This design comes from an exercise in tuning for small area and a short achievable clock period on the open sky130 flow, not from production work.
At most, simulation tests tie the RTL to the original design; equivalence was not proved.
For run 2, only the layout was checked, not whether the RTL still works.
Power figures rest on the tool's default switching activity, not on a simulated workload.

==> design.v <==
module ALU(
        input               clk,
        input  logic [7:0]  number1,number2,
        input  logic [0:3]  opcode,
        output logic [15:0] resultant
    );
reg [7:0] a, b;
reg [3:0] op;
always @(posedge clk) begin
    a  <= number1;
    b  <= number2;
    op <= opcode;
end
wire        sub = (op == 4'd1);
wire [8:0]  addsub = {1'b0, a} + {1'b0, b ^ {8{sub}}} + {8'd0, sub};
wire [15:0] prod;
mul8 u_mul (.a(a), .b(b), .p(prod));
wire [7:0] q;
wire [7:0] rem;
wire [9:0] b1 = {2'b00, b};
wire [9:0] b2 = {1'b0, b, 1'b0};
wire [9:0] b3 = b1 + b2;
wire [0:0] x0 = a[7:7];
wire [0:0] r0;
wire [1:0] d1_0 = {1'b0, x0} - {1'b0, b1[0:0]};
wire ge1_0 = ~d1_0[1] & ~|b1[9:1];
assign q[7] = ge1_0;
assign r0 = ge1_0 ? d1_0[0:0] : x0;
wire [1:0] x1 = {r0, a[6:6]};
wire [1:0] r1;
wire [2:0] d1_1 = {1'b0, x1} - {1'b0, b1[1:0]};
wire ge1_1 = ~d1_1[2] & ~|b1[9:2];
assign q[6] = ge1_1;
assign r1 = ge1_1 ? d1_1[1:0] : x1;
wire [2:0] x2 = {r1, a[5:5]};
wire [2:0] r2;
wire [3:0] d1_2 = {1'b0, x2} - {1'b0, b1[2:0]};
wire ge1_2 = ~d1_2[3] & ~|b1[9:3];
assign q[5] = ge1_2;
assign r2 = ge1_2 ? d1_2[2:0] : x2;
wire [3:0] x3 = {r2, a[4:4]};
wire [3:0] r3;
wire [4:0] d1_3 = {1'b0, x3} - {1'b0, b1[3:0]};
wire ge1_3 = ~d1_3[4] & ~|b1[9:4];
assign q[4] = ge1_3;
assign r3 = ge1_3 ? d1_3[3:0] : x3;
wire [4:0] x4 = {r3, a[3:3]};
wire [4:0] r4;
wire [5:0] d1_4 = {1'b0, x4} - {1'b0, b1[4:0]};
wire ge1_4 = ~d1_4[5] & ~|b1[9:5];
assign q[3] = ge1_4;
assign r4 = ge1_4 ? d1_4[4:0] : x4;
wire [5:0] x5 = {r4, a[2:2]};
wire [5:0] r5;
wire [6:0] d1_5 = {1'b0, x5} - {1'b0, b1[5:0]};
wire ge1_5 = ~d1_5[6] & ~|b1[9:6];
assign q[2] = ge1_5;
assign r5 = ge1_5 ? d1_5[5:0] : x5;
wire [6:0] x6 = {r5, a[1:1]};
wire [6:0] r6;
wire [7:0] d1_6 = {1'b0, x6} - {1'b0, b1[6:0]};
wire ge1_6 = ~d1_6[7] & ~|b1[9:7];
assign q[1] = ge1_6;
assign r6 = ge1_6 ? d1_6[6:0] : x6;
wire [7:0] x7 = {r6, a[0:0]};
wire [7:0] r7;
wire [8:0] d1_7 = {1'b0, x7} - {1'b0, b1[7:0]};
wire ge1_7 = ~d1_7[8] & ~|b1[9:8];
assign q[0] = ge1_7;
assign r7 = ge1_7 ? d1_7[7:0] : x7;
assign rem = r7;
wire bz = (b == 8'd0);
always @(posedge clk) begin
    case (op)
        4'd0:    resultant <= {7'd0, addsub[8], addsub[7:0]};
        4'd1:    resultant <= {{8{~addsub[8]}}, addsub[7:0]};
        4'd2:    resultant <= prod;
        4'd3:    resultant <= {{8{bz}}, q};
        4'd4:    resultant <= {8'd0, rem};
        default: resultant <= resultant;
    endcase
end
endmodule
module mul8(input [7:0] a, input [7:0] b, output [15:0] p);
wire [63:0] pp;
assign pp[0] = a[0] & b[0];
assign pp[1] = a[1] & b[0];
assign pp[2] = a[2] & b[0];
assign pp[3] = a[3] & b[0];
assign pp[4] = a[4] & b[0];
assign pp[5] = a[5] & b[0];
assign pp[6] = a[6] & b[0];
assign pp[7] = a[7] & b[0];
assign pp[8] = a[0] & b[1];
assign pp[9] = a[1] & b[1];
assign pp[10] = a[2] & b[1];
assign pp[11] = a[3] & b[1];
assign pp[12] = a[4] & b[1];
assign pp[13] = a[5] & b[1];
assign pp[14] = a[6] & b[1];
assign pp[15] = a[7] & b[1];
assign pp[16] = a[0] & b[2];
assign pp[17] = a[1] & b[2];
assign pp[18] = a[2] & b[2];
assign pp[19] = a[3] & b[2];
assign pp[20] = a[4] & b[2];
assign pp[21] = a[5] & b[2];
assign pp[22] = a[6] & b[2];
assign pp[23] = a[7] & b[2];
assign pp[24] = a[0] & b[3];
assign pp[25] = a[1] & b[3];
assign pp[26] = a[2] & b[3];
assign pp[27] = a[3] & b[3];
assign pp[28] = a[4] & b[3];
assign pp[29] = a[5] & b[3];
assign pp[30] = a[6] & b[3];
assign pp[31] = a[7] & b[3];
assign pp[32] = a[0] & b[4];
assign pp[33] = a[1] & b[4];
assign pp[34] = a[2] & b[4];
assign pp[35] = a[3] & b[4];
assign pp[36] = a[4] & b[4];
assign pp[37] = a[5] & b[4];
assign pp[38] = a[6] & b[4];
assign pp[39] = a[7] & b[4];
assign pp[40] = a[0] & b[5];
assign pp[41] = a[1] & b[5];
assign pp[42] = a[2] & b[5];
assign pp[43] = a[3] & b[5];
assign pp[44] = a[4] & b[5];
assign pp[45] = a[5] & b[5];
assign pp[46] = a[6] & b[5];
assign pp[47] = a[7] & b[5];
assign pp[48] = a[0] & b[6];
assign pp[49] = a[1] & b[6];
assign pp[50] = a[2] & b[6];
assign pp[51] = a[3] & b[6];
assign pp[52] = a[4] & b[6];
assign pp[53] = a[5] & b[6];
assign pp[54] = a[6] & b[6];
assign pp[55] = a[7] & b[6];
assign pp[56] = a[0] & b[7];
assign pp[57] = a[1] & b[7];
assign pp[58] = a[2] & b[7];
assign pp[59] = a[3] & b[7];
assign pp[60] = a[4] & b[7];
assign pp[61] = a[5] & b[7];
assign pp[62] = a[6] & b[7];
assign pp[63] = a[7] & b[7];
wire s0 = pp[6] ^ pp[13];
wire c0 = pp[6] & pp[13];
wire s1 = pp[7] ^ pp[14] ^ pp[21];
wire c1 = (pp[7] & pp[14]) | (pp[7] & pp[21]) | (pp[14] & pp[21]);
wire s2 = pp[28] ^ pp[35];
wire c2 = pp[28] & pp[35];
wire s3 = pp[15] ^ pp[22] ^ pp[29];
wire c3 = (pp[15] & pp[22]) | (pp[15] & pp[29]) | (pp[22] & pp[29]);
wire s4 = pp[36] ^ pp[43];
wire c4 = pp[36] & pp[43];
wire s5 = pp[23] ^ pp[30] ^ pp[37];
wire c5 = (pp[23] & pp[30]) | (pp[23] & pp[37]) | (pp[30] & pp[37]);
wire s6 = pp[4] ^ pp[11];
wire c6 = pp[4] & pp[11];
wire s7 = pp[5] ^ pp[12] ^ pp[19];
wire c7 = (pp[5] & pp[12]) | (pp[5] & pp[19]) | (pp[12] & pp[19]);
wire s8 = pp[26] ^ pp[33];
wire c8 = pp[26] & pp[33];
wire s9 = pp[20] ^ pp[27] ^ pp[34];
wire c9 = (pp[20] & pp[27]) | (pp[20] & pp[34]) | (pp[27] & pp[34]);
wire s10 = pp[41] ^ pp[48] ^ s0;
wire c10 = (pp[41] & pp[48]) | (pp[41] & s0) | (pp[48] & s0);
wire s11 = pp[42] ^ pp[49] ^ pp[56];
wire c11 = (pp[42] & pp[49]) | (pp[42] & pp[56]) | (pp[49] & pp[56]);
wire s12 = s1 ^ s2 ^ c0;
wire c12 = (s1 & s2) | (s1 & c0) | (s2 & c0);
wire s13 = pp[50] ^ pp[57] ^ s3;
wire c13 = (pp[50] & pp[57]) | (pp[50] & s3) | (pp[57] & s3);
wire s14 = s4 ^ c1 ^ c2;
wire c14 = (s4 & c1) | (s4 & c2) | (c1 & c2);
wire s15 = pp[44] ^ pp[51] ^ pp[58];
wire c15 = (pp[44] & pp[51]) | (pp[44] & pp[58]) | (pp[51] & pp[58]);
wire s16 = s5 ^ c3 ^ c4;
wire c16 = (s5 & c3) | (s5 & c4) | (c3 & c4);
wire s17 = pp[31] ^ pp[38] ^ pp[45];
wire c17 = (pp[31] & pp[38]) | (pp[31] & pp[45]) | (pp[38] & pp[45]);
wire s18 = pp[52] ^ pp[59] ^ c5;
wire c18 = (pp[52] & pp[59]) | (pp[52] & c5) | (pp[59] & c5);
wire s19 = pp[39] ^ pp[46] ^ pp[53];
wire c19 = (pp[39] & pp[46]) | (pp[39] & pp[53]) | (pp[46] & pp[53]);
wire s20 = pp[3] ^ pp[10];
wire c20 = pp[3] & pp[10];
wire s21 = pp[18] ^ pp[25] ^ pp[32];
wire c21 = (pp[18] & pp[25]) | (pp[18] & pp[32]) | (pp[25] & pp[32]);
wire s22 = pp[40] ^ s7 ^ s8;
wire c22 = (pp[40] & s7) | (pp[40] & s8) | (s7 & s8);
wire s23 = s9 ^ s10 ^ c7;
wire c23 = (s9 & s10) | (s9 & c7) | (s10 & c7);
wire s24 = s11 ^ s12 ^ c9;
wire c24 = (s11 & s12) | (s11 & c9) | (s12 & c9);
wire s25 = s13 ^ s14 ^ c11;
wire c25 = (s13 & s14) | (s13 & c11) | (s14 & c11);
wire s26 = s15 ^ s16 ^ c13;
wire c26 = (s15 & s16) | (s15 & c13) | (s16 & c13);
wire s27 = s17 ^ s18 ^ c15;
wire c27 = (s17 & s18) | (s17 & c15) | (s18 & c15);
wire s28 = pp[60] ^ s19 ^ c17;
wire c28 = (pp[60] & s19) | (pp[60] & c17) | (s19 & c17);
wire s29 = pp[47] ^ pp[54] ^ pp[61];
wire c29 = (pp[47] & pp[54]) | (pp[47] & pp[61]) | (pp[54] & pp[61]);
wire s30 = pp[2] ^ pp[9];
wire c30 = pp[2] & pp[9];
wire s31 = pp[17] ^ pp[24] ^ s20;
wire c31 = (pp[17] & pp[24]) | (pp[17] & s20) | (pp[24] & s20);
wire s32 = s6 ^ s21 ^ c20;
wire c32 = (s6 & s21) | (s6 & c20) | (s21 & c20);
wire s33 = c6 ^ s22 ^ c21;
wire c33 = (c6 & s22) | (c6 & c21) | (s22 & c21);
wire s34 = c8 ^ s23 ^ c22;
wire c34 = (c8 & s23) | (c8 & c22) | (s23 & c22);
wire s35 = c10 ^ s24 ^ c23;
wire c35 = (c10 & s24) | (c10 & c23) | (s24 & c23);
wire s36 = c12 ^ s25 ^ c24;
wire c36 = (c12 & s25) | (c12 & c24) | (s25 & c24);
wire s37 = c14 ^ s26 ^ c25;
wire c37 = (c14 & s26) | (c14 & c25) | (s26 & c25);
wire s38 = c16 ^ s27 ^ c26;
wire c38 = (c16 & s27) | (c16 & c26) | (s27 & c26);
wire s39 = c18 ^ s28 ^ c27;
wire c39 = (c18 & s28) | (c18 & c27) | (s28 & c27);
wire s40 = c19 ^ s29 ^ c28;
wire c40 = (c19 & s29) | (c19 & c28) | (s29 & c28);
wire s41 = pp[55] ^ pp[62] ^ c29;
wire c41 = (pp[55] & pp[62]) | (pp[55] & c29) | (pp[62] & c29);
wire [15:0] r0 = {1'b0, pp[63], s41, s40, s39, s38, s37, s36, s35, s34, s33, s32, s31, pp[16], pp[1], pp[0]};
wire [15:0] r1 = {1'b0, c41, c40, c39, c38, c37, c36, c35, c34, c33, c32, c31, c30, s30, pp[8], 1'b0};
wire [16:0] cc;
assign cc[0] = 1'b0;
genvar g;
generate for (g = 0; g < 16; g = g + 1) begin : cpa
  assign p[g] = r0[g] ^ r1[g] ^ cc[g];
  assign cc[g+1] = (r0[g] & r1[g]) | (r0[g] & cc[g]) | (r1[g] & cc[g]);
end endgenerate
endmodule
==> run.sh <==
#!/bin/bash
# synth_recipe.tcl (not shown) runs the flow's synth.tcl, then flattens the netlist and writes it again
# the make line also repeats each setting of config.mk as NAME=value (left out here)
make -C /OpenROAD-flow-scripts/flow DESIGN_CONFIG=/design/flow/config.mk WORK_HOME=/design/flow/orfs CLKGATE_MAP_FILE= SYNTH_SCRIPT=/design/flow/synth_recipe.tcl finish
==> config.mk <==
export PLATFORM = sky130hd
export DESIGN_NAME = ALU
export DESIGN_NICKNAME = ALU
export VERILOG_FILES = /design/flow/design.v
export SDC_FILE = /design/flow/constraint.sdc
export NUM_CORES = 4
export LEC_CHECK = 0
export ABC_AREA = 1
export CAP_MARGIN = 20
export CORE_MARGIN = 2
export CORE_UTILIZATION = 40
export SLEW_MARGIN = 20
==> constraint.sdc <==
create_clock -name core_clock -period 38.0 [get_ports {clk}]
set_input_delay 7.6000 -clock core_clock [delete_from_list [all_inputs] [get_ports {clk}]]
set_output_delay 7.6000 -clock core_clock [all_outputs]
set_load 0.01 [all_outputs]
==> impl_metrics.tcl, run 1 <==
set metrics [dict create \
    track_usage 0.198 \
    fmax_ghz 0.0975 \
    period_share 0.270 \
    reg2reg_depth 63 \
    fin_ws_ps 27740 \
    gr-usage-met3 0.0233 \
    cp-start-kind "flop" \
    vias_per_cell 4.95 \
    grt_pass1_vias 4503 \
    finClkSkew_ps 4.76 \
    use_met2 0.364 \
    ctsResizeCount 0 \
    fin_nets 855 \
    wl_um 13400 \
    setup_violations 0 \
    htreeDepth 2 \
    end_kind "flop" \
    grt_overflow 0 \
    synth_top_flop_cell "dfxtp_1" \
    finalCriticalPeriod_ps 10260 \
    route.detailed.drc 0 \
    ys_ff_latch 36 \
    met1_usage 0.244 \
    die_y_um 120 \
    dr_total_vias 4444 \
    synthArstFlopShare 0 \
    place_hpwl_um 10800 \
    rows 42 \
    clkSlewWorstSetupHoldPaths_ps 60 \
    die_w_um 120 \
    slew_headroom 0.391 \
    insertion_delay_ps 290 \
    synth_area_per_cell_um2 7.70 \
    worst_pin_slew_ps 911 \
    syn_inst 694 \
    whs_path_depth 5 \
    finish.utilization 0.454 \
    finalHoldViolCount 0 \
    hold_path_class "flop to flop" \
    grt_max_degree 20 \
    peakVddDrop_mv 0.0265 \
    antenna_cells 0 \
    ios 37 \
    place_congestion 0.899 \
    cp.arrival_ps 10280 \
    synth.distinct_cells 43 \
    firstDrtPassIters 4 \
    maxSlewViolCount 0 \
    cts_buffer_depth 2 \
    area_delta_synth_final_pct 11.6 \
    maxCapViolations 0 \
    antenna_found_initial 0 \
    drt_iter0_markers 302 \
    tns_ps 0 \
    start_util 0.407 \
    dieArea_um2 14300 \
    syn_nets 829 \
    cp.required_ps 38020 \
    cts_root_buffer "clkbuf_16" \
    drive_gt1_frac 0.0721 \
    max_stage_delay_ps 840 \
    place_ws_ps 27890 \
    grt_most_used_layer "met2" \
    path_class "flop to flop" \
    status "complete, no violations" \
    worstPathMaxFanout 19 \
    critPathMostFrequentCell "nand2_1" \
    io_buffers 36 \
    synth-edff-count 16 \
    cts_sinks 36 \
    syn_area_um2 5340 \
    drtAntennaViolNets 0 \
    cts_tree "yes" \
    routedWlPerCell_um 14.9 \
    core-area_um2 13100 \
    seq_area_frac_synth 0.165 \
    leakage_nw 3.23 \
    cts_buffers 5 \
    rsz0062_at_grt "false" \
    grt_pass1_wl_um 22200 \
    powerDensity_nw_per_um2 33.7 \
    cts_hold_buf 0 \
    crit_slowest_cell "dfxtp_1" \
    yosys_warnings 1 \
    post-cts-setup-buffer-count 0 \
]
cells in the mapped netlist, types with 9 or more instances:
| cell | instances | area [um^2] |
|---|---|---|
| a21oi_1 | 31 | 155 |
| inv_1 | 161 | 604 |
| nand3_1 | 35 | 175 |
| edfxtp_1 | 16 | 480 |
| fa_1 | 56 | 1120 |
| ha_1 | 58 | 726 |
| clkbuf_1 | 10 | 37.5 |
| xnor2_1 | 11 | 96.3 |
| xor2_1 | 13 | 114 |
| nand2_1 | 162 | 608 |
| nor2_1 | 10 | 37.5 |
| nand2_2 | 10 | 62.6 |
| or2_2 | 9 | 56.3 |
| o21ai_0 | 19 | 95.1 |
| dfxtp_1 | 20 | 400 |
| nand4_1 | 9 | 56.3 |
cells in the final DEF (no fill, tap or decap), types with 4 or more instances in the layout:
| cell type | n |
|---|---|
| xor2_1 | 13 |
| nor3_1 | 4 |
| nor2_1 | 10 |
| or2_2 | 9 |
| nand3_2 | 7 |
| xnor2_1 | 11 |
| inv_1 | 161 |
| inv_2 | 5 |
| fa_1 | 56 |
| clkbuf_16 | 5 |
| nand2_1 | 162 |
| clkdlybuf4s50_1 | 36 |
| nand3_1 | 35 |
| a21oi_1 | 31 |
| ha_1 | 58 |
| and2_1 | 5 |
| nand4_1 | 9 |
| dfxtp_1 | 20 |
| nand2_2 | 10 |
| o21ai_1 | 7 |
| o21ai_0 | 19 |
| edfxtp_1 | 16 |
power by group:
part	internal (mW)	leakage [nW]	total, mW	switching (mW)
Combinational	0.0465	2.85	0.110	0.0639
Sequential	0.0446	0.312	0.0493	0.00465
Clock	0.0242	0.0716	0.0415	0.0173
Total	0.115	3.23	0.201	0.0858
worst paths after layout:
check,to,slack (ps),start
setup / recovery,resultant[1]$_DFFE_PP_,27740,b[0]$_DFF_P_
hold / removal,resultant[7]$_DFFE_PP_,850,op[3]$_DFF_P_
setup reg to reg,resultant[1]$_DFFE_PP_,27740,b[0]$_DFF_P_
hold reg to reg,resultant[7]$_DFFE_PP_,850,op[3]$_DFF_P_
layout make-up:
class | instances | area [um^2]
well taps | 176 | 220
multi-input cells | 473 | 3730
fillers | 1337 | 7170
flip-flops and latches | 36 | 881
repair buffers | 37 | 368
inverters | 167 | 627
clock inverters | 3 | 17.5
clock buffers | 5 | 125
flip-flops by register name, summed over array words and instances (netlist names):
name and count:
resultant 16, a 8, b 8, op 4
cell families (layout without fill, tap and decap cells):
family,count (synthesis),count (layout),share of synthesized area
simple gates,256,256,0.222
buf+inv,185,212,0.138
fa+ha+maj,114,114,0.346
compound gates,79,79,0.0904
flops,36,36,0.165
xor+xnor,24,24,0.0393
metrics by stage:
stage | cell area (um^2) | total power, mW | std cells | hold WS (ps)
floorplan | 5340 | 0.129 | 694 | 724
global placement | 5820 | 0.159 | 889 | 829
detailed placement | 5820 | 0.161 | 889 | 824
CTS | 5960 | 0.204 | 897 | 835
global route | 5960 | 0.222 | 897 | 884
finish | 5960 | 0.201 | 897 | 851
routing by layer:
layer / share of wire / vias up
li1: - / 2180
met1: 0.43 / 2151
met2: 0.52 / 88
met3: 0.029 / 25
met4: 0.022 / 0
met5: 0 / -
critical path, delay by kind of cell, from the launching register on:
family / cells / cell delay (ps)
flip-flops: 1 / 840
buffers and inverters: 11 / 1050
AO/OA/AOI/OAI: 15 / 2260
AND/OR/NAND/NOR: 29 / 2920
adder cells (fa/ha/maj): 8 / 2920
==> run 2, diff against run 1 <==
--- a/design.v
+++ b/design.v
@@ -17,58 +17,61 @@
 mul8 u_mul (.a(a), .b(b), .p(prod));
 wire [7:0] q;
 wire [7:0] rem;
-wire [9:0] b1 = {2'b00, b};
-wire [9:0] b2 = {1'b0, b, 1'b0};
-wire [9:0] b3 = b1 + b2;
-wire [0:0] x0 = a[7:7];
-wire [0:0] r0;
-wire [1:0] d1_0 = {1'b0, x0} - {1'b0, b1[0:0]};
-wire ge1_0 = ~d1_0[1] & ~|b1[9:1];
-assign q[7] = ge1_0;
-assign r0 = ge1_0 ? d1_0[0:0] : x0;
-wire [1:0] x1 = {r0, a[6:6]};
-wire [1:0] r1;
-wire [2:0] d1_1 = {1'b0, x1} - {1'b0, b1[1:0]};
-wire ge1_1 = ~d1_1[2] & ~|b1[9:2];
-assign q[6] = ge1_1;
-assign r1 = ge1_1 ? d1_1[1:0] : x1;
-wire [2:0] x2 = {r1, a[5:5]};
-wire [2:0] r2;
-wire [3:0] d1_2 = {1'b0, x2} - {1'b0, b1[2:0]};
-wire ge1_2 = ~d1_2[3] & ~|b1[9:3];
-assign q[5] = ge1_2;
-assign r2 = ge1_2 ? d1_2[2:0] : x2;
-wire [3:0] x3 = {r2, a[4:4]};
-wire [3:0] r3;
-wire [4:0] d1_3 = {1'b0, x3} - {1'b0, b1[3:0]};
-wire ge1_3 = ~d1_3[4] & ~|b1[9:4];
-assign q[4] = ge1_3;
-assign r3 = ge1_3 ? d1_3[3:0] : x3;
-wire [4:0] x4 = {r3, a[3:3]};
-wire [4:0] r4;
-wire [5:0] d1_4 = {1'b0, x4} - {1'b0, b1[4:0]};
-wire ge1_4 = ~d1_4[5] & ~|b1[9:5];
-assign q[3] = ge1_4;
-assign r4 = ge1_4 ? d1_4[4:0] : x4;
-wire [5:0] x5 = {r4, a[2:2]};
-wire [5:0] r5;
-wire [6:0] d1_5 = {1'b0, x5} - {1'b0, b1[5:0]};
-wire ge1_5 = ~d1_5[6] & ~|b1[9:6];
-assign q[2] = ge1_5;
-assign r5 = ge1_5 ? d1_5[5:0] : x5;
-wire [6:0] x6 = {r5, a[1:1]};
-wire [6:0] r6;
-wire [7:0] d1_6 = {1'b0, x6} - {1'b0, b1[6:0]};
-wire ge1_6 = ~d1_6[7] & ~|b1[9:7];
-assign q[1] = ge1_6;
-assign r6 = ge1_6 ? d1_6[6:0] : x6;
-wire [7:0] x7 = {r6, a[0:0]};
-wire [7:0] r7;
-wire [8:0] d1_7 = {1'b0, x7} - {1'b0, b1[7:0]};
-wire ge1_7 = ~d1_7[8] & ~|b1[9:8];
-assign q[0] = ge1_7;
-assign r7 = ge1_7 ? d1_7[7:0] : x7;
-assign rem = r7;
+wire [9:0] b3 = {2'b00, b} + {1'b0, b, 1'b0};
+wire [1:0] x0 = a[7:6];
+wire [1:0] r0;
+wire [9:0] m1_0 = {2'b00, b};
+wire [2:0] d1_0 = {1'b0, x0} - {1'b0, m1_0[1:0]};
+wire ge1_0 = ~d1_0[2] & (b < 9'd4);
+wire [9:0] m2_0 = {1'b0, b, 1'b0};
+wire [2:0] d2_0 = {1'b0, x0} - {1'b0, m2_0[1:0]};
+wire ge2_0 = ~d2_0[2] & (b < 9'd2);
+wire [9:0] m3_0 = b3;
+wire [2:0] d3_0 = {1'b0, x0} - {1'b0, m3_0[1:0]};
+wire ge3_0 = ~d3_0[2] & (b < 9'd2);
+wire [1:0] qd0 = {ge2_0, ge3_0 | (ge1_0 & ~ge2_0)};
+assign r0 = ge3_0 ? d3_0[1:0] : ge2_0 ? d2_0[1:0] : ge1_0 ? d1_0[1:0] : x0;
+wire [3:0] x1 = {r0, a[5:4]};
+wire [3:0] r1;
+wire [9:0] m1_1 = {2'b00, b};
+wire [4:0] d1_1 = {1'b0, x1} - {1'b0, m1_1[3:0]};
+wire ge1_1 = ~d1_1[4] & (b < 9'd16);
+wire [9:0] m2_1 = {1'b0, b, 1'b0};
+wire [4:0] d2_1 = {1'b0, x1} - {1'b0, m2_1[3:0]};
+wire ge2_1 = ~d2_1[4] & (b < 9'd8);
+wire [9:0] m3_1 = b3;
+wire [4:0] d3_1 = {1'b0, x1} - {1'b0, m3_1[3:0]};
+wire ge3_1 = ~d3_1[4] & (b < 9'd6);
+wire [1:0] qd1 = {ge2_1, ge3_1 | (ge1_1 & ~ge2_1)};
+assign r1 = ge3_1 ? d3_1[3:0] : ge2_1 ? d2_1[3:0] : ge1_1 ? d1_1[3:0] : x1;
+wire [5:0] x2 = {r1, a[3:2]};
+wire [5:0] r2;
+wire [9:0] m1_2 = {2'b00, b};
+wire [6:0] d1_2 = {1'b0, x2} - {1'b0, m1_2[5:0]};
+wire ge1_2 = ~d1_2[6] & (b < 9'd64);
+wire [9:0] m2_2 = {1'b0, b, 1'b0};
+wire [6:0] d2_2 = {1'b0, x2} - {1'b0, m2_2[5:0]};
+wire ge2_2 = ~d2_2[6] & (b < 9'd32);
+wire [9:0] m3_2 = b3;
+wire [6:0] d3_2 = {1'b0, x2} - {1'b0, m3_2[5:0]};
+wire ge3_2 = ~d3_2[6] & (b < 9'd22);
+wire [1:0] qd2 = {ge2_2, ge3_2 | (ge1_2 & ~ge2_2)};
+assign r2 = ge3_2 ? d3_2[5:0] : ge2_2 ? d2_2[5:0] : ge1_2 ? d1_2[5:0] : x2;
+wire [7:0] x3 = {r2, a[1:0]};
+wire [7:0] r3;
+wire [9:0] m1_3 = {2'b00, b};
+wire [8:0] d1_3 = {1'b0, x3} - {1'b0, m1_3[7:0]};
+wire ge1_3 = ~d1_3[8];
+wire [9:0] m2_3 = {1'b0, b, 1'b0};
+wire [8:0] d2_3 = {1'b0, x3} - {1'b0, m2_3[7:0]};
+wire ge2_3 = ~d2_3[8] & (b < 9'd128);
+wire [9:0] m3_3 = b3;
+wire [8:0] d3_3 = {1'b0, x3} - {1'b0, m3_3[7:0]};
+wire ge3_3 = ~d3_3[8] & (b < 9'd86);
+wire [1:0] qd3 = {ge2_3, ge3_3 | (ge1_3 & ~ge2_3)};
+assign r3 = ge3_3 ? d3_3[7:0] : ge2_3 ? d2_3[7:0] : ge1_3 ? d1_3[7:0] : x3;
+assign q = {qd0, qd1, qd2, qd3};
+assign rem = r3;
 wire bz = (b == 8'd0);
 always @(posedge clk) begin
     case (op)
==> flow/run.sh (new file) <==
#!/bin/bash
# The standard layout, with plain buf_2 cells as the port buffers and
# timing repair aiming for 29.7 ns of setup slack.
# The whole make output goes to standard.log in the work folder.
bash standard.sh BUFFER_PORTS_ARGS="-buffer_cell sky130_fd_sc_hd__buf_2" SETUP_SLACK_MARGIN=29.7 finish > standard.log 2>&1
==> standard.sh (new file) <==
#!/bin/bash
# synth_recipe.tcl (not shown) runs the flow's synth.tcl, then flattens the netlist and writes it again
# the make line also repeats each setting of config.mk as NAME=value (left out here)
make -C /OpenROAD-flow-scripts/flow DESIGN_CONFIG=/design/flow/config.mk WORK_HOME=/design/flow/orfs CLKGATE_MAP_FILE= SYNTH_SCRIPT=/design/flow/synth_recipe.tcl "${@:-finish}"
--- a/config.mk
+++ b/config.mk
@@ -8,5 +8,6 @@
 export ABC_AREA = 1
 export CAP_MARGIN = 20
 export CORE_MARGIN = 2
-export CORE_UTILIZATION = 40
+export CORE_UTILIZATION = 60
+export CTS_BUF_LIST = sky130_fd_sc_hd__clkbuf_8
 export SLEW_MARGIN = 20
removed: run.sh
==> impl_metrics.tcl, run 2 <==
set metrics [dict create \
    crit_buf_inv 1 \
    area_delta_synth_final_pct 7.31 \
    antenna_found_initial 0 \
    tns_ps 0 \
    hold_path_class "flop to flop" \
    cts_root_buffer "clkbuf_8" \
    power.share.combinational 0.720 \
    grt_overflow 0 \
    r2r-start "b[1]$_DFF_P_" \
    cp_top_family "flip-flops" \
    clkSlewWorstSetupHoldPaths_ps 80 \
    seq_area_frac_synth 0.139 \
    drive_gt1_frac 0.0826 \
    met1_length_um 7050 \
    mostFrequentLayoutCells "nand2_1, inv_1, ha_1" \
    synth.distinct_cells 36 \
    firstDrtPassIters 5 \
    synthArstFlopShare 0 \
    grt_max_degree 19 \
    crit_end "resultant[12]" \
    track_usage 0.305 \
    p_total_uw 268 \
    syn_area_um2 6320 \
    largest_register_ffs 16 \
    worstPathMaxFanout 1 \
    route.met3.wl_um 882 \
    ys_ff_latch 36 \
    startpoint "resultant[12]$_DFFE_PP_" \
    setup_violations 0 \
    place_congestion 0.951 \
    p_int_uw 132 \
    switchingPower_uw 136 \
    routed-wl-met2_um 7810 \
    fmax_ghz 0.119 \
    max_stage_delay_ps 370 \
    cts_buffer_depth 2 \
    die_y_um 107 \
    highest_layer "met4" \
    period_share 0.222 \
    maxCapViolations 0 \
    regToRegSetupSlack_ps 30150 \
    leakage_nw 3.89 \
    routedWlPerCell_um 15.6 \
    synth-edff-count 16 \
    yosysMostFrequentCell "nand2_1" \
    finalCriticalPeriod_ps 8430 \
    top_register "resultant" \
    htreeDepth 2 \
    peakVddDrop_mv 0.0213 \
    fin_nets 1070 \
    slew_headroom 0.428 \
    fillCellCount 949 \
    synth_top_flop_cell "dfxtp_1" \
    dieArea_um2 11400 \
    ys_top_cells_by_count "nand2_1, inv_1, ha_1" \
    grt_pass1_vias 5591 \
    cp.required_ps 30400 \
    yosys_warnings 1 \
    pwr-share-seq 0.181 \
    die_w_um 107 \
    dr_total_vias 5562 \
    antenna_cells 0 \
    cts_sinks 36 \
    wl_um 16100 \
    syn_inst 855 \
    syn_nets 1030 \
    rows 37 \
    reg2reg_depth 40 \
    cp.arrival_ps 830 \
    drt_iter0_markers 390 \
    cts_hold_buf 0 \
    crit_slowest_cell "edfxtp_1" \
    r2r_end "resultant[0]$_DFFE_PP_" \
    final_common_cell "nand2_1" \
    rsz0062_at_grt "true" \
    yosysTopAreaCell "fa_1" \
    yosys-top-cells-area "fa_1, ha_1, nand2_1" \
    cts_buffers 5 \
    insertion_delay_ps 310 \
    finClkSkew_ps 9.80 \
    drtAntennaViolNets 0 \
    p_clk_frac 0.099 \
    synth_top_area_share 0.193 \
    ios 37 \
    finish.utilization 0.660 \
    layout.cells.non_filler 1032 \
    core-area_um2 10300 \
    dp.cells 1017 \
    reg_top3 "resultant x16, a x8, b x8" \
    worst_pin_slew_ps 852 \
    maxSlewViolCount 0 \
    status "complete, no violations" \
    start_util 0.615 \
    path_class "flop to primary output" \
    grt_pass1_wl_um 26700 \
    powerDensity_nw_per_um2 39.6 \
    sw_frac_of_total 0.507 \
    vias_per_cell 5.39 \
    io_buffers 36 \
    synth_area_per_cell_um2 7.39 \
    finalHoldViolCount 0 \
    cp.depth 1 \
    cp-start-kind "flop" \
    cts_tree "yes" \
    route.detailed.drc 0 \
    place_hpwl_um 12800 \
    end_kind "primary output" \
    cp_cell_sequence "buf_2" \
]
-- run 2: cell families after synthesis --
family	Yosys count	synth area share
AOI/OAI and AO/OA	108	0.100
buffers and inverters	207	0.124
xor gates and xnor gates	37	0.0513
adders and majority gates	154	0.377
and+or+nand+nor	313	0.207
DFF	36	0.139
-- run 2: worst min path at each step --
stage | from | to | slack, ps | cells past startpoint
2_1_floorplan | a[0]$_DFF_P_ | resultant[0]$_DFFE_PP_ | 650 | 3
3_3_place_gp | op[3]$_DFF_P_ | resultant[0]$_DFFE_PP_ | 770 | 2
3_5_place_dp | op[3]$_DFF_P_ | resultant[3]$_DFFE_PP_ | 780 | 2
4_1_cts | op[3]$_DFF_P_ | resultant[8]$_DFFE_PP_ | 790 | 2
5_1_grt | op[3]$_DFF_P_ | resultant[8]$_DFFE_PP_ | 830 | 2
6_report | op[3]$_DFF_P_ | resultant[8]$_DFFE_PP_ | 800 | 2
-- run 2: metal layers --
layer | global-route usage | vias up
met5 | 0 | -
met4 | 0.0965 | 0
met3 | 0.0578 | 29
met2 | 0.522 | 158
met1 | 0.390 | 2635
li1 | - | 2740
-- run 2: power by group through the flow --
stage / logic (mW) / clock network [mW] / registers [mW]
floorplan: 0.146 / 0 / 0.0490
global placement: 0.185 / 0 / 0.0493
detailed placement: 0.190 / 0 / 0.0495
CTS: 0.191 / 0.0277 / 0.0486
global route: 0.221 / 0.0286 / 0.0492
finish: 0.193 / 0.0265 / 0.0486
-- run 2: stage by stage --
stage               hold slack, ps  setup WS, ps  area (um^2)
finish                         796         29570         6780
floorplan                      646         30010         6320
detailed placement             781         29910         6640
global placement               771         29930         6640
CTS                            792         29550         6720
global route                   830         29530         6780
-- run 2: repair_timing --
action | CTS | global route
buffers inserted | 0 | 7
endpoints found under the setup margin | 16 | 24
resized for setup | 0 | 3
endpoints found under the hold margin | 0 | 0
-- run 2: final cells by class --
cell class | count | area [um^2] | area share
clock inverter | 3 | 12.5 | 0.00185
clock buffer | 5 | 68.8 | 0.0101
sequential | 36 | 882 | 0.130
inverter | 192 | 724 | 0.107
timing repair buffer | 48 | 270 | 0.0399
multi-input combinational | 612 | 4650 | 0.686
tap | 136 | 170 | 0.0251
==> run 3, diff against run 2 <==
--- a/design.v
+++ b/design.v
@@ -4,74 +4,135 @@
         input  logic [0:3]  opcode,
         output logic [15:0] resultant
     );
+reg [2:0] pre_r, pre_q;
+always @(*) begin
+    if (number2 >= 8'd8) begin
+        pre_q = 3'd0;
+        pre_r = number1[7:5];
+    end else begin
+        case ({number2[2:0], number1[7:5]})
+            6'd0: begin pre_q = 3'd7; pre_r = 3'd0; end
+            6'd1: begin pre_q = 3'd7; pre_r = 3'd1; end
+            6'd2: begin pre_q = 3'd7; pre_r = 3'd2; end
+            6'd3: begin pre_q = 3'd7; pre_r = 3'd3; end
+            6'd4: begin pre_q = 3'd7; pre_r = 3'd4; end
+            6'd5: begin pre_q = 3'd7; pre_r = 3'd5; end
+            6'd6: begin pre_q = 3'd7; pre_r = 3'd6; end
+            6'd7: begin pre_q = 3'd7; pre_r = 3'd7; end
+            6'd8: begin pre_q = 3'd0; pre_r = 3'd0; end
+            6'd9: begin pre_q = 3'd1; pre_r = 3'd0; end
+            6'd10: begin pre_q = 3'd2; pre_r = 3'd0; end
+            6'd11: begin pre_q = 3'd3; pre_r = 3'd0; end
+            6'd12: begin pre_q = 3'd4; pre_r = 3'd0; end
+            6'd13: begin pre_q = 3'd5; pre_r = 3'd0; end
+            6'd14: begin pre_q = 3'd6; pre_r = 3'd0; end
+            6'd15: begin pre_q = 3'd7; pre_r = 3'd0; end
+            6'd16: begin pre_q = 3'd0; pre_r = 3'd0; end
+            6'd17: begin pre_q = 3'd0; pre_r = 3'd1; end
+            6'd18: begin pre_q = 3'd1; pre_r = 3'd0; end
+            6'd19: begin pre_q = 3'd1; pre_r = 3'd1; end
+            6'd20: begin pre_q = 3'd2; pre_r = 3'd0; end
+            6'd21: begin pre_q = 3'd2; pre_r = 3'd1; end
+            6'd22: begin pre_q = 3'd3; pre_r = 3'd0; end
+            6'd23: begin pre_q = 3'd3; pre_r = 3'd1; end
+            6'd24: begin pre_q = 3'd0; pre_r = 3'd0; end
+            6'd25: begin pre_q = 3'd0; pre_r = 3'd1; end
+            6'd26: begin pre_q = 3'd0; pre_r = 3'd2; end
+            6'd27: begin pre_q = 3'd1; pre_r = 3'd0; end
+            6'd28: begin pre_q = 3'd1; pre_r = 3'd1; end
+            6'd29: begin pre_q = 3'd1; pre_r = 3'd2; end
+            6'd30: begin pre_q = 3'd2; pre_r = 3'd0; end
+            6'd31: begin pre_q = 3'd2; pre_r = 3'd1; end
+            6'd32: begin pre_q = 3'd0; pre_r = 3'd0; end
+            6'd33: begin pre_q = 3'd0; pre_r = 3'd1; end
+            6'd34: begin pre_q = 3'd0; pre_r = 3'd2; end
+            6'd35: begin pre_q = 3'd0; pre_r = 3'd3; end
+            6'd36: begin pre_q = 3'd1; pre_r = 3'd0; end
+            6'd37: begin pre_q = 3'd1; pre_r = 3'd1; end
+            6'd38: begin pre_q = 3'd1; pre_r = 3'd2; end
+            6'd39: begin pre_q = 3'd1; pre_r = 3'd3; end
+            6'd40: begin pre_q = 3'd0; pre_r = 3'd0; end
+            6'd41: begin pre_q = 3'd0; pre_r = 3'd1; end
+            6'd42: begin pre_q = 3'd0; pre_r = 3'd2; end
+            6'd43: begin pre_q = 3'd0; pre_r = 3'd3; end
+            6'd44: begin pre_q = 3'd0; pre_r = 3'd4; end
+            6'd45: begin pre_q = 3'd1; pre_r = 3'd0; end
+            6'd46: begin pre_q = 3'd1; pre_r = 3'd1; end
+            6'd47: begin pre_q = 3'd1; pre_r = 3'd2; end
+            6'd48: begin pre_q = 3'd0; pre_r = 3'd0; end
+            6'd49: begin pre_q = 3'd0; pre_r = 3'd1; end
+            6'd50: begin pre_q = 3'd0; pre_r = 3'd2; end
+            6'd51: begin pre_q = 3'd0; pre_r = 3'd3; end
+            6'd52: begin pre_q = 3'd0; pre_r = 3'd4; end
+            6'd53: begin pre_q = 3'd0; pre_r = 3'd5; end
+            6'd54: begin pre_q = 3'd1; pre_r = 3'd0; end
+            6'd55: begin pre_q = 3'd1; pre_r = 3'd1; end
+            6'd56: begin pre_q = 3'd0; pre_r = 3'd0; end
+            6'd57: begin pre_q = 3'd0; pre_r = 3'd1; end
+            6'd58: begin pre_q = 3'd0; pre_r = 3'd2; end
+            6'd59: begin pre_q = 3'd0; pre_r = 3'd3; end
+            6'd60: begin pre_q = 3'd0; pre_r = 3'd4; end
+            6'd61: begin pre_q = 3'd0; pre_r = 3'd5; end
+            6'd62: begin pre_q = 3'd0; pre_r = 3'd6; end
+            6'd63: begin pre_q = 3'd1; pre_r = 3'd0; end
+            default: begin pre_q = 3'd0; pre_r = 3'd0; end
+        endcase
+    end
+end
 reg [7:0] a, b;
 reg [3:0] op;
+reg [2:0] r_pre, q_pre;
 always @(posedge clk) begin
     a  <= number1;
     b  <= number2;
     op <= opcode;
+    r_pre <= pre_r;
+    q_pre <= pre_q;
 end
-wire        sub = (op == 4'd1);
+wire        sub = (op == 1);
 wire [8:0]  addsub = {1'b0, a} + {1'b0, b ^ {8{sub}}} + {8'd0, sub};
 wire [15:0] prod;
 mul8 u_mul (.a(a), .b(b), .p(prod));
 wire [7:0] q;
 wire [7:0] rem;
 wire [9:0] b3 = {2'b00, b} + {1'b0, b, 1'b0};
-wire [1:0] x0 = a[7:6];
-wire [1:0] r0;
-wire [9:0] m1_0 = {2'b00, b};
-wire [2:0] d1_0 = {1'b0, x0} - {1'b0, m1_0[1:0]};
-wire ge1_0 = ~d1_0[2] & (b < 9'd4);
-wire [9:0] m2_0 = {1'b0, b, 1'b0};
-wire [2:0] d2_0 = {1'b0, x0} - {1'b0, m2_0[1:0]};
-wire ge2_0 = ~d2_0[2] & (b < 9'd2);
-wire [9:0] m3_0 = b3;
-wire [2:0] d3_0 = {1'b0, x0} - {1'b0, m3_0[1:0]};
-wire ge3_0 = ~d3_0[2] & (b < 9'd2);
-wire [1:0] qd0 = {ge2_0, ge3_0 | (ge1_0 & ~ge2_0)};
-assign r0 = ge3_0 ? d3_0[1:0] : ge2_0 ? d2_0[1:0] : ge1_0 ? d1_0[1:0] : x0;
-wire [3:0] x1 = {r0, a[5:4]};
-wire [3:0] r1;
-wire [9:0] m1_1 = {2'b00, b};
-wire [4:0] d1_1 = {1'b0, x1} - {1'b0, m1_1[3:0]};
-wire ge1_1 = ~d1_1[4] & (b < 9'd16);
-wire [9:0] m2_1 = {1'b0, b, 1'b0};
-wire [4:0] d2_1 = {1'b0, x1} - {1'b0, m2_1[3:0]};
-wire ge2_1 = ~d2_1[4] & (b < 9'd8);
-wire [9:0] m3_1 = b3;
-wire [4:0] d3_1 = {1'b0, x1} - {1'b0, m3_1[3:0]};
-wire ge3_1 = ~d3_1[4] & (b < 9'd6);
-wire [1:0] qd1 = {ge2_1, ge3_1 | (ge1_1 & ~ge2_1)};
-assign r1 = ge3_1 ? d3_1[3:0] : ge2_1 ? d2_1[3:0] : ge1_1 ? d1_1[3:0] : x1;
-wire [5:0] x2 = {r1, a[3:2]};
-wire [5:0] r2;
-wire [9:0] m1_2 = {2'b00, b};
-wire [6:0] d1_2 = {1'b0, x2} - {1'b0, m1_2[5:0]};
-wire ge1_2 = ~d1_2[6] & (b < 9'd64);
-wire [9:0] m2_2 = {1'b0, b, 1'b0};
-wire [6:0] d2_2 = {1'b0, x2} - {1'b0, m2_2[5:0]};
-wire ge2_2 = ~d2_2[6] & (b < 9'd32);
-wire [9:0] m3_2 = b3;
-wire [6:0] d3_2 = {1'b0, x2} - {1'b0, m3_2[5:0]};
-wire ge3_2 = ~d3_2[6] & (b < 9'd22);
-wire [1:0] qd2 = {ge2_2, ge3_2 | (ge1_2 & ~ge2_2)};
-assign r2 = ge3_2 ? d3_2[5:0] : ge2_2 ? d2_2[5:0] : ge1_2 ? d1_2[5:0] : x2;
-wire [7:0] x3 = {r2, a[1:0]};
-wire [7:0] r3;
+wire [3:0] x3 = {r_pre, a[4:4]};
+wire [3:0] r3;
 wire [9:0] m1_3 = {2'b00, b};
-wire [8:0] d1_3 = {1'b0, x3} - {1'b0, m1_3[7:0]};
-wire ge1_3 = ~d1_3[8];
-wire [9:0] m2_3 = {1'b0, b, 1'b0};
-wire [8:0] d2_3 = {1'b0, x3} - {1'b0, m2_3[7:0]};
-wire ge2_3 = ~d2_3[8] & (b < 9'd128);
-wire [9:0] m3_3 = b3;
-wire [8:0] d3_3 = {1'b0, x3} - {1'b0, m3_3[7:0]};
-wire ge3_3 = ~d3_3[8] & (b < 9'd86);
-wire [1:0] qd3 = {ge2_3, ge3_3 | (ge1_3 & ~ge2_3)};
-assign r3 = ge3_3 ? d3_3[7:0] : ge2_3 ? d2_3[7:0] : ge1_3 ? d1_3[7:0] : x3;
-assign q = {qd0, qd1, qd2, qd3};
-assign rem = r3;
+wire [4:0] d1_3 = {1'b0, x3} - {1'b0, m1_3[3:0]};
+wire ge1_3 = ~d1_3[4] & (b < 9'd16);
+wire [0:0] qd3 = ge1_3;
+assign r3 = ge1_3 ? d1_3[3:0] : x3;
+wire [4:0] x4 = {r3, a[3:3]};
+wire [4:0] r4;
+wire [9:0] m1_4 = {2'b00, b};
+wire [5:0] d1_4 = {1'b0, x4} - {1'b0, m1_4[4:0]};
+wire ge1_4 = ~d1_4[5] & (b < 9'd32);
+wire [0:0] qd4 = ge1_4;
+assign r4 = ge1_4 ? d1_4[4:0] : x4;
+wire [5:0] x5 = {r4, a[2:2]};
+wire [5:0] r5;
+wire [9:0] m1_5 = {2'b00, b};
+wire [6:0] d1_5 = {1'b0, x5} - {1'b0, m1_5[5:0]};
+wire ge1_5 = ~d1_5[6] & (b < 9'd64);
+wire [0:0] qd5 = ge1_5;
+assign r5 = ge1_5 ? d1_5[5:0] : x5;
+wire [6:0] x6 = {r5, a[1:1]};
+wire [6:0] r6;
+wire [9:0] m1_6 = {2'b00, b};
+wire [7:0] d1_6 = {1'b0, x6} - {1'b0, m1_6[6:0]};
+wire ge1_6 = ~d1_6[7] & (b < 9'd128);
+wire [0:0] qd6 = ge1_6;
+assign r6 = ge1_6 ? d1_6[6:0] : x6;
+wire [7:0] x7 = {r6, a[0:0]};
+wire [7:0] r7;
+wire [9:0] m1_7 = {2'b00, b};
+wire [8:0] d1_7 = {1'b0, x7} - {1'b0, m1_7[7:0]};
+wire ge1_7 = ~d1_7[8];
+wire [0:0] qd7 = ge1_7;
+assign r7 = ge1_7 ? d1_7[7:0] : x7;
+assign q = {q_pre, qd3, qd4, qd5, qd6, qd7};
+assign rem = r7;
 wire bz = (b == 8'd0);
 always @(posedge clk) begin
     case (op)
==> flow/run.sh (replaced) <==
#!/bin/bash
# The standard layout, with plain buf_2 cells as the port buffers.
# The whole make output goes to standard.log in the work folder.
bash standard.sh BUFFER_PORTS_ARGS="-buffer_cell sky130_fd_sc_hd__buf_2" finish > standard.log 2>&1
==> impl_metrics.tcl, run 3 <==
set metrics [dict create \
    route.detailed.drc 0 \
    start_util 0.614 \
    peakVddDrop_mv 0.0162 \
    die_y_um 101 \
    clkSlewWorstSetupHoldPaths_ps 90 \
    cp-start-kind "flop" \
    wl_um 12800 \
    drtAntennaViolNets 0 \
    drt_iter0_markers 232 \
    finish.utilization 0.650 \
    slew_headroom 0.334 \
    ys_top_cells_by_count "nand2_1, inv_1, ha_1" \
    fin_ws_ps 29580 \
    seq_area_frac_synth 0.177 \
    crit_slowest_cell "edfxtp_1" \
    final_common_cell "nand2_1" \
    setup_violations 0 \
    antenna_cells 0 \
    finalCriticalPeriod_ps 8420 \
    r2r_end "resultant[0]$_DFFE_PP_" \
    powerDensity_nw_per_um2 33.9 \
    insertion_delay_ps 300 \
    status "complete, no violations" \
    placed_area_um2 5840 \
    place_hpwl_um 10300 \
    dr_total_vias 4681 \
    worstPathMaxFanout 1 \
    rsz0062_at_grt "false" \
    routedWlPerCell_um 14.5 \
    grt_pass1_vias 4698 \
    cts_root_buffer "clkbuf_8" \
    drive_gt1_frac 0.117 \
    max_stage_delay_ps 370 \
    cts_buffers 5 \
    rows 35 \
    dp.cells 875 \
    maxCapViolations 0 \
    end_kind "primary output" \
    syn_inst 745 \
    synthArstFlopShare 0 \
    area_delta_synth_final_pct 5.81 \
    ctsResizeCount 0 \
    fmax_ghz 0.119 \
    synth_top_flop_cell "dfxtp_1" \
    htreeDepth 2 \
    maxSlewViolCount 0 \
    ys_ff_latch 42 \
    yosys-top-cells-area "fa_1, nand2_1, ha_1" \
    dieArea_um2 10200 \
    yosysTopAreaCell "fa_1" \
    core-area_um2 9200 \
    grt_max_degree 17 \
    die_w_um 101 \
    whs_path_depth 2 \
    regToRegSetupSlack_ps 30270 \
    vias_per_cell 5.30 \
    antenna_found_initial 0 \
    place_congestion 0.885 \
    leakage_nw 3.39 \
    r2r-start "b[1]$_DFF_P_" \
    min_to "resultant[7]$_DFFE_PP_" \
    holdCritStartpoint "q_pre[2]$_SDFF_PP0_" \
    tns_ps 0 \
    period_share 0.222 \
    cp_top_family "flip-flops" \
    cts_buffer_depth 2 \
    finalHoldViolCount 0 \
    io_buffers 36 \
    cp.required_ps 30400 \
    syn_area_um2 5650 \
    cp_cell_sequence "buf_2" \
    path_class "flop to primary output" \
    cts_sinks 42 \
    p_total_uw 203 \
    mostFrequentLayoutCells "nand2_1, inv_1, ha_1" \
    synth.distinct_cells 47 \
    hold_path_class "flop to flop" \
    ios 37 \
    firstDrtPassIters 7 \
    layout.cells.non_filler 883 \
    grt_overflow 0 \
    cp.arrival_ps 820 \
    grt_pass1_wl_um 21700 \
    top_register "resultant" \
    syn_nets 875 \
    worst_pin_slew_ps 995 \
    yosysMostFrequentCell "nand2_1" \
    yosys_warnings 1 \
    synth_top_area_share 0.191 \
    post-cts-setup-buffer-count 0 \
    largest_register_ffs 16 \
    track_usage 0.273 \
    reg2reg_depth 42 \
    crit_buf_inv 1 \
    cts_hold_buf 0 \
    fin_area_um2 5970 \
    reg_top3 "resultant x16, a x8, b x8" \
    place_ws_ps 29320 \
    fin_hold_ws_ps 745 \
    fin_nets 901 \
    finClkSkew_ps 8.02 \
    synth_area_per_cell_um2 7.58 \
    cts_tree "yes" \
    synth-edff-count 16 \
]
[run 3: cell count changes in the layout (fill, tap and decap cells not counted), moves of 10 or more]
cell / delta
ha_1: -38
a21oi_1: -27
inv_1: -26
nand2_1: -23
nand2_2: +12
buf_4: -11
xnor2_1: -10
[run 3: cell type report]
type                       instances  area, um^2
clock inverter                     3        68.8
tap                              111         139
sequential                        42        1000
timing repair buffer              37         188
fill                             862        3220
multi-input combinational        510        3850
inverter                         175         663
clock buffer                       5        68.8
[run 3: report_power, final]
group          switching (mW)  internal, mW
combinational          0.0631        0.0413
sequential            0.00443        0.0510
clock                  0.0164        0.0263
[run 3: metal layers]
metal | GRT usage | routed length (um) | vias up | part of all wire
met2 | 0.489 | 6310 | 113 | 0.49
met1 | 0.338 | 5490 | 2202 | 0.43
met4 | 0.101 | 455 | 0 | 0.036
met3 | 0.0312 | 555 | 33 | 0.043
li1 | - | - | 2333 | -
met5 | 0 | 0 | - | 0
[run 3: worst max-delay path by stage]
stage / endpoint / slack (ps) / depth (start not counted) / start
2_1_floorplan: r_pre[0]$_DFF_P_ / 29590 / 7 / number1[5]
3_3_place_gp: r_pre[0]$_DFF_P_ / 29350 / 8 / number1[5]
3_5_place_dp: q_pre[1]$_SDFF_PP0_ / 29320 / 5 / number2[5]
4_1_cts: resultant[11] / 29580 / 1 / resultant[11]$_DFFE_PP_
5_1_grt: r_pre[0]$_DFF_P_ / 29500 / 8 / number1[5]
6_report: resultant[11] / 29580 / 1 / resultant[11]$_DFFE_PP_
[run 3: cells by family after synthesis]
kind of cell	count (synthesis)	share of synthesized area
AND/OR/NAND/NOR	301	0.247
AO/OA/AOI/OAI	72	0.0773
adder cells (fa/ha/maj)	109	0.313
flip-flops	42	0.177
buffers and inverters	193	0.142
XOR/XNOR	28	0.0434
==> run 4, diff against run 3 <==
--- a/design.v
+++ b/design.v
@@ -147,88 +147,88 @@
 endmodule
 module mul8(input [7:0] a, input [7:0] b, output [15:0] p);
 wire [63:0] pp;
-assign pp[0] = a[0] & b[0];
-assign pp[1] = a[1] & b[0];
-assign pp[2] = a[2] & b[0];
-assign pp[3] = a[3] & b[0];
-assign pp[4] = a[4] & b[0];
-assign pp[5] = a[5] & b[0];
-assign pp[6] = a[6] & b[0];
-assign pp[7] = a[7] & b[0];
-assign pp[8] = a[0] & b[1];
-assign pp[9] = a[1] & b[1];
-assign pp[10] = a[2] & b[1];
-assign pp[11] = a[3] & b[1];
-assign pp[12] = a[4] & b[1];
-assign pp[13] = a[5] & b[1];
-assign pp[14] = a[6] & b[1];
-assign pp[15] = a[7] & b[1];
-assign pp[16] = a[0] & b[2];
-assign pp[17] = a[1] & b[2];
-assign pp[18] = a[2] & b[2];
-assign pp[19] = a[3] & b[2];
-assign pp[20] = a[4] & b[2];
-assign pp[21] = a[5] & b[2];
-assign pp[22] = a[6] & b[2];
-assign pp[23] = a[7] & b[2];
-assign pp[24] = a[0] & b[3];
-assign pp[25] = a[1] & b[3];
-assign pp[26] = a[2] & b[3];
-assign pp[27] = a[3] & b[3];
-assign pp[28] = a[4] & b[3];
-assign pp[29] = a[5] & b[3];
-assign pp[30] = a[6] & b[3];
-assign pp[31] = a[7] & b[3];
-assign pp[32] = a[0] & b[4];
-assign pp[33] = a[1] & b[4];
-assign pp[34] = a[2] & b[4];
-assign pp[35] = a[3] & b[4];
-assign pp[36] = a[4] & b[4];
-assign pp[37] = a[5] & b[4];
-assign pp[38] = a[6] & b[4];
-assign pp[39] = a[7] & b[4];
-assign pp[40] = a[0] & b[5];
-assign pp[41] = a[1] & b[5];
-assign pp[42] = a[2] & b[5];
-assign pp[43] = a[3] & b[5];
-assign pp[44] = a[4] & b[5];
-assign pp[45] = a[5] & b[5];
-assign pp[46] = a[6] & b[5];
-assign pp[47] = a[7] & b[5];
-assign pp[48] = a[0] & b[6];
-assign pp[49] = a[1] & b[6];
-assign pp[50] = a[2] & b[6];
-assign pp[51] = a[3] & b[6];
-assign pp[52] = a[4] & b[6];
-assign pp[53] = a[5] & b[6];
-assign pp[54] = a[6] & b[6];
-assign pp[55] = a[7] & b[6];
-assign pp[56] = a[0] & b[7];
-assign pp[57] = a[1] & b[7];
-assign pp[58] = a[2] & b[7];
-assign pp[59] = a[3] & b[7];
-assign pp[60] = a[4] & b[7];
-assign pp[61] = a[5] & b[7];
-assign pp[62] = a[6] & b[7];
-assign pp[63] = a[7] & b[7];
-wire s0 = pp[6] ^ pp[13];
-wire c0 = pp[6] & pp[13];
+assign pp[0] = ~(a[0] & b[0]);
+assign pp[1] = ~(a[1] & b[0]);
+assign pp[2] = ~(a[2] & b[0]);
+assign pp[3] = ~(a[3] & b[0]);
+assign pp[4] = ~(a[4] & b[0]);
+assign pp[5] = ~(a[5] & b[0]);
+assign pp[6] = ~(a[6] & b[0]);
+assign pp[7] = ~(a[7] & b[0]);
+assign pp[8] = ~(a[0] & b[1]);
+assign pp[9] = ~(a[1] & b[1]);
+assign pp[10] = ~(a[2] & b[1]);
+assign pp[11] = ~(a[3] & b[1]);
+assign pp[12] = ~(a[4] & b[1]);
+assign pp[13] = ~(a[5] & b[1]);
+assign pp[14] = ~(a[6] & b[1]);
+assign pp[15] = ~(a[7] & b[1]);
+assign pp[16] = ~(a[0] & b[2]);
+assign pp[17] = ~(a[1] & b[2]);
+assign pp[18] = ~(a[2] & b[2]);
+assign pp[19] = ~(a[3] & b[2]);
+assign pp[20] = ~(a[4] & b[2]);
+assign pp[21] = ~(a[5] & b[2]);
+assign pp[22] = ~(a[6] & b[2]);
+assign pp[23] = ~(a[7] & b[2]);
+assign pp[24] = ~(a[0] & b[3]);
+assign pp[25] = ~(a[1] & b[3]);
+assign pp[26] = ~(a[2] & b[3]);
+assign pp[27] = ~(a[3] & b[3]);
+assign pp[28] = ~(a[4] & b[3]);
+assign pp[29] = ~(a[5] & b[3]);
+assign pp[30] = ~(a[6] & b[3]);
+assign pp[31] = ~(a[7] & b[3]);
+assign pp[32] = ~(a[0] & b[4]);
+assign pp[33] = ~(a[1] & b[4]);
+assign pp[34] = ~(a[2] & b[4]);
+assign pp[35] = ~(a[3] & b[4]);
+assign pp[36] = ~(a[4] & b[4]);
+assign pp[37] = ~(a[5] & b[4]);
+assign pp[38] = ~(a[6] & b[4]);
+assign pp[39] = ~(a[7] & b[4]);
+assign pp[40] = ~(a[0] & b[5]);
+assign pp[41] = ~(a[1] & b[5]);
+assign pp[42] = ~(a[2] & b[5]);
+assign pp[43] = ~(a[3] & b[5]);
+assign pp[44] = ~(a[4] & b[5]);
+assign pp[45] = ~(a[5] & b[5]);
+assign pp[46] = ~(a[6] & b[5]);
+assign pp[47] = ~(a[7] & b[5]);
+assign pp[48] = ~(a[0] & b[6]);
+assign pp[49] = ~(a[1] & b[6]);
+assign pp[50] = ~(a[2] & b[6]);
+assign pp[51] = ~(a[3] & b[6]);
+assign pp[52] = ~(a[4] & b[6]);
+assign pp[53] = ~(a[5] & b[6]);
+assign pp[54] = ~(a[6] & b[6]);
+assign pp[55] = ~(a[7] & b[6]);
+assign pp[56] = ~(a[0] & b[7]);
+assign pp[57] = ~(a[1] & b[7]);
+assign pp[58] = ~(a[2] & b[7]);
+assign pp[59] = ~(a[3] & b[7]);
+assign pp[60] = ~(a[4] & b[7]);
+assign pp[61] = ~(a[5] & b[7]);
+assign pp[62] = ~(a[6] & b[7]);
+assign pp[63] = ~(a[7] & b[7]);
+wire s0 = ~(pp[6] ^ pp[13]);
+wire c0 = pp[6] | pp[13];
 wire s1 = pp[7] ^ pp[14] ^ pp[21];
 wire c1 = (pp[7] & pp[14]) | (pp[7] & pp[21]) | (pp[14] & pp[21]);
-wire s2 = pp[28] ^ pp[35];
-wire c2 = pp[28] & pp[35];
+wire s2 = ~(pp[28] ^ pp[35]);
+wire c2 = pp[28] | pp[35];
 wire s3 = pp[15] ^ pp[22] ^ pp[29];
 wire c3 = (pp[15] & pp[22]) | (pp[15] & pp[29]) | (pp[22] & pp[29]);
-wire s4 = pp[36] ^ pp[43];
-wire c4 = pp[36] & pp[43];
+wire s4 = ~(pp[36] ^ pp[43]);
+wire c4 = pp[36] | pp[43];
 wire s5 = pp[23] ^ pp[30] ^ pp[37];
 wire c5 = (pp[23] & pp[30]) | (pp[23] & pp[37]) | (pp[30] & pp[37]);
-wire s6 = pp[4] ^ pp[11];
-wire c6 = pp[4] & pp[11];
+wire s6 = ~(pp[4] ^ pp[11]);
+wire c6 = pp[4] | pp[11];
 wire s7 = pp[5] ^ pp[12] ^ pp[19];
 wire c7 = (pp[5] & pp[12]) | (pp[5] & pp[19]) | (pp[12] & pp[19]);
-wire s8 = pp[26] ^ pp[33];
-wire c8 = pp[26] & pp[33];
+wire s8 = ~(pp[26] ^ pp[33]);
+wire c8 = pp[26] | pp[33];
 wire s9 = pp[20] ^ pp[27] ^ pp[34];
 wire c9 = (pp[20] & pp[27]) | (pp[20] & pp[34]) | (pp[27] & pp[34]);
 wire s10 = pp[41] ^ pp[48] ^ s0;
@@ -251,8 +251,8 @@
 wire c18 = (pp[52] & pp[59]) | (pp[52] & c5) | (pp[59] & c5);
 wire s19 = pp[39] ^ pp[46] ^ pp[53];
 wire c19 = (pp[39] & pp[46]) | (pp[39] & pp[53]) | (pp[46] & pp[53]);
-wire s20 = pp[3] ^ pp[10];
-wire c20 = pp[3] & pp[10];
+wire s20 = ~(pp[3] ^ pp[10]);
+wire c20 = pp[3] | pp[10];
 wire s21 = pp[18] ^ pp[25] ^ pp[32];
 wire c21 = (pp[18] & pp[25]) | (pp[18] & pp[32]) | (pp[25] & pp[32]);
 wire s22 = pp[40] ^ s7 ^ s8;
@@ -271,8 +271,8 @@
 wire c28 = (pp[60] & s19) | (pp[60] & c17) | (s19 & c17);
 wire s29 = pp[47] ^ pp[54] ^ pp[61];
 wire c29 = (pp[47] & pp[54]) | (pp[47] & pp[61]) | (pp[54] & pp[61]);
-wire s30 = pp[2] ^ pp[9];
-wire c30 = pp[2] & pp[9];
+wire s30 = ~(pp[2] ^ pp[9]);
+wire c30 = pp[2] | pp[9];
 wire s31 = pp[17] ^ pp[24] ^ s20;
 wire c31 = (pp[17] & pp[24]) | (pp[17] & s20) | (pp[24] & s20);
 wire s32 = s6 ^ s21 ^ c20;
@@ -295,13 +295,15 @@
 wire c40 = (c19 & s29) | (c19 & c28) | (s29 & c28);
 wire s41 = pp[55] ^ pp[62] ^ c29;
 wire c41 = (pp[55] & pp[62]) | (pp[55] & c29) | (pp[62] & c29);
-wire [15:0] r0 = {1'b0, pp[63], s41, s40, s39, s38, s37, s36, s35, s34, s33, s32, s31, pp[16], pp[1], pp[0]};
-wire [15:0] r1 = {1'b0, c41, c40, c39, c38, c37, c36, c35, c34, c33, c32, c31, c30, s30, pp[8], 1'b0};
+wire [15:0] r0 = {1'b1, pp[63], s41, s40, s39, s38, s37, s36, s35, s34, s33, s32, s31, pp[16], pp[1], pp[0]};
+wire [15:0] r1 = {1'b1, c41, c40, c39, c38, c37, c36, c35, c34, c33, c32, c31, c30, s30, pp[8], 1'b1};
+wire [15:0] np;
 wire [16:0] cc;
-assign cc[0] = 1'b0;
+assign cc[0] = 1'b1;
 genvar g;
 generate for (g = 0; g < 16; g = g + 1) begin : cpa
-  assign p[g] = r0[g] ^ r1[g] ^ cc[g];
+  assign np[g] = r0[g] ^ r1[g] ^ cc[g];
   assign cc[g+1] = (r0[g] & r1[g]) | (r0[g] & cc[g]) | (r1[g] & cc[g]);
 end endgenerate
+assign p = ~np;
 endmodule
--- a/config.mk
+++ b/config.mk
@@ -9,5 +9,7 @@
 export CAP_MARGIN = 20
 export CORE_MARGIN = 2
 export CORE_UTILIZATION = 60
-export CTS_BUF_LIST = sky130_fd_sc_hd__clkbuf_8
+export CTS_BUF_LIST = sky130_fd_sc_hd__clkbuf_16
+export CTS_CLUSTER_DIAMETER = 200
+export CTS_CLUSTER_SIZE = 40
 export SLEW_MARGIN = 20
==> impl_metrics.tcl, run 4 <==
set metrics [dict create \
    status "complete, no violations" \
    yosys_warnings 1 \
    final_common_cell "nand2_1" \
    r2r_end "resultant[0]$_DFFE_PP_" \
    synth_area_per_cell_um2 7.50 \
    die_w_um 99.8 \
    leakage_nw 3.33 \
    fin_nets 892 \
    fin_hold_ws_ps 714 \
    maxCapViolations 0 \
    mostFrequentLayoutCells "nand2_1, inv_1, ha_1" \
    cts_tree "yes" \
    antenna_found_initial 0 \
    cp-start-kind "input pin" \
    largest_register_ffs 16 \
    tns_ps 0 \
    drt_iter0_markers 203 \
    yosys-top-cells-area "fa_1, ha_1, nand2_1" \
    drive_gt1_frac 0.0957 \
    area_delta_synth_final_pct 7.63 \
    rows 34 \
    seq_area_frac_synth 0.182 \
    htreeDepth 2 \
    powerDensity_nw_per_um2 35.8 \
    syn_nets 865 \
    grt_overflow 0 \
    yosysMostFrequentCell "nand2_1" \
    start_util 0.626 \
    firstDrtPassIters 5 \
    rsz0062_at_grt "false" \
    ys_top_cells_by_count "nand2_1, inv_1, ha_1" \
    dr_total_vias 4600 \
    ys_ff_latch 42 \
    track_usage 0.268 \
    maxSlewViolCount 0 \
    synth_top_area_share 0.196 \
    cp.required_ps 38230 \
    slew_headroom 0.480 \
    finalHoldViolCount 0 \
    cts_sinks 42 \
    regToRegSetupSlack_ps 30360 \
    startpoint "number1[5]" \
    die_y_um 99.8 \
    finClkSkew_ps 8.44 \
    synth_top_flop_cell "dfxtp_1" \
    critPathMostFrequentCell "nand2_1" \
    cts_hold_buf 0 \
    cts_buffers 5 \
    reg_top3 "resultant x16, a x8, b x8" \
    drtAntennaViolNets 0 \
    clkSlewWorstSetupHoldPaths_ps 60 \
    cts_root_buffer "clkbuf_16" \
    vias_per_cell 5.28 \
    place_congestion 0.886 \
    period_share 0.223 \
    cp.arrival_ps 8690 \
    ios 37 \
    dp.cells 863 \
    end_kind "flop" \
    syn_inst 735 \
    insertion_delay_ps 290 \
    route.detailed.drc 0 \
    synth.distinct_cells 46 \
    path_class "input pin to flop" \
    worst_pin_slew_ps 780 \
    dieArea_um2 9970 \
    fmax_ghz 0.118 \
    io_buffers 36 \
    crit_end "r_pre[0]$_DFF_P_" \
    layout.cells.non_filler 871 \
    syn_area_um2 5510 \
    setup_violations 0 \
    hold_path_class "flop to flop" \
    r2r-start "b[1]$_DFF_P_" \
    max_stage_delay_ps 290 \
    grt_max_degree 17 \
    grt_pass1_vias 4648 \
    routedWlPerCell_um 14.2 \
    synthArstFlopShare 0 \
    antenna_cells 0 \
    wl_um 12400 \
    cp_cell_sequence "buf_2 -> inv_1 -> ha_1 -> o21ai_0 -> nand3_1 -> o311ai_0 -> nand2_1 -> nand2_1" \
    peakVddDrop_mv 0.0221 \
    post-cts-setup-buffer-count 0 \
    p_total_uw 212 \
    place_hpwl_um 9900 \
    top_register "resultant" \
    crit_slowest_cell "ha_1" \
    core-area_um2 8810 \
    cts_buffer_depth 2 \
    reg2reg_depth 43 \
    finalCriticalPeriod_ps 8460 \
    ctsResizeCount 0 \
    synth-edff-count 16 \
    grt_pass1_wl_um 21200 \
    yosysTopAreaCell "fa_1" \
    worstPathMaxFanout 5 \
]
[run 4: cell types whose count changed after synthesis, sizes merged, moves of 2 or more]
cell,delta
o21ai,+4
a21oi,+3
a22o,-2
inv,-4
nor2,+6
nand2,-14
nand3,+5
nand3b,-4
[run 4: cell families (layout without fill, tap and decap cells)]
kind of cell / after synthesis / in the layout / share of synthesized area
xor gates and xnor gates: 28 / 28 / 0.0445
DFF: 42 / 42 / 0.182
adders and majority gates: 109 / 109 / 0.321
and+or+nand+nor: 293 / 293 / 0.236
AOI/OAI and AO/OA: 75 / 75 / 0.0804
buffers and inverters: 188 / 216 / 0.136
[run 4: metal layers]
layer  track usage  vias to the layer above  part of all wire
li1              -                     2322                 -
met1         0.330                     2169              0.44
met2         0.488                       84              0.51
met3        0.0341                       25             0.030
met4        0.0864                        0             0.024
met5             0                        -                 0
[run 4: stage by stage]
step | setup slack (ps) | utilization | cell area (um^2)
3_5_place_dp | 29270 | 0.651 | 5740
2_1_floorplan | 29580 | - | 5510
4_1_cts | 29550 | 0.673 | 5930
3_3_place_gp | 29290 | 0.651 | 5740
6_report | 29540 | 0.673 | 5930
5_1_grt | 29420 | 0.673 | 5930
[run 4: report_power, final]
part,switching (mW),internal (mW)
combinational,0.0606,0.0406
sequential,0.00419,0.0511
clock,0.0178,0.0377
total,0.0826,0.129
[run 4: how the worst min path moves through the flow]
stage	start	endpoint	slack (ps)	depth (start not counted)
5_1_grt	q_pre[2]$_SDFF_PP0_	resultant[7]$_DFFE_PP_	760	4
4_1_cts	q_pre[2]$_SDFF_PP0_	resultant[7]$_DFFE_PP_	710	4
3_5_place_dp	q_pre[2]$_SDFF_PP0_	resultant[7]$_DFFE_PP_	700	4
2_1_floorplan	q_pre[2]$_SDFF_PP0_	resultant[7]$_DFFE_PP_	570	4
6_report	q_pre[1]$_SDFF_PP0_	resultant[6]$_DFFE_PP_	710	4
3_3_place_gp	q_pre[1]$_SDFF_PP0_	resultant[6]$_DFFE_PP_	700	4
[run 4: area by class of cell]
class / count / area [um^2]
flip-flops and latches: 42 / 1000
clock inverters: 3 / 68.8
inverters: 171 / 654
fillers: 787 / 2880
clock buffers: 5 / 125
repair buffers: 37 / 188
well taps: 108 / 135
multi-input cells: 505 / 3760
[run 4: worst max-delay path: cells and delay by family]
kind / cells / cell delay (ps)
buffers and inverters: 2 / 240
AOI/OAI and AO/OA: 2 / 290
adders and majority gates: 1 / 290
and+or+nand+nor: 3 / 280

## port drivers added, routing unchanged
The flow's constraints put no driver on any port. The routed layouts listed below were extracted and timed again, unchanged, in two steps. Step 1, drivers: a clkbuf_16 drives clk and a buf_2 each remaining input, both assumed. Step 2, shift: input delay + t, output delay - t, t = (earliest + latest rising clock arrival at the registers) / 2. This alone moves slack from input paths to output paths. Slacks: ideal / step 1 / step 2; pairs: ideal / step 1.
run	t, ns	setup slack, ns
run 1	0.322	27.744 / 27.744 / 27.744
run 2	0.346	29.571 / 29.535 / 29.881
run 3	0.330	29.582 / 29.549 / 29.282
run 4	0.322	29.537 / 29.535 / 29.229
After both steps setup and hold are still met in every run listed.
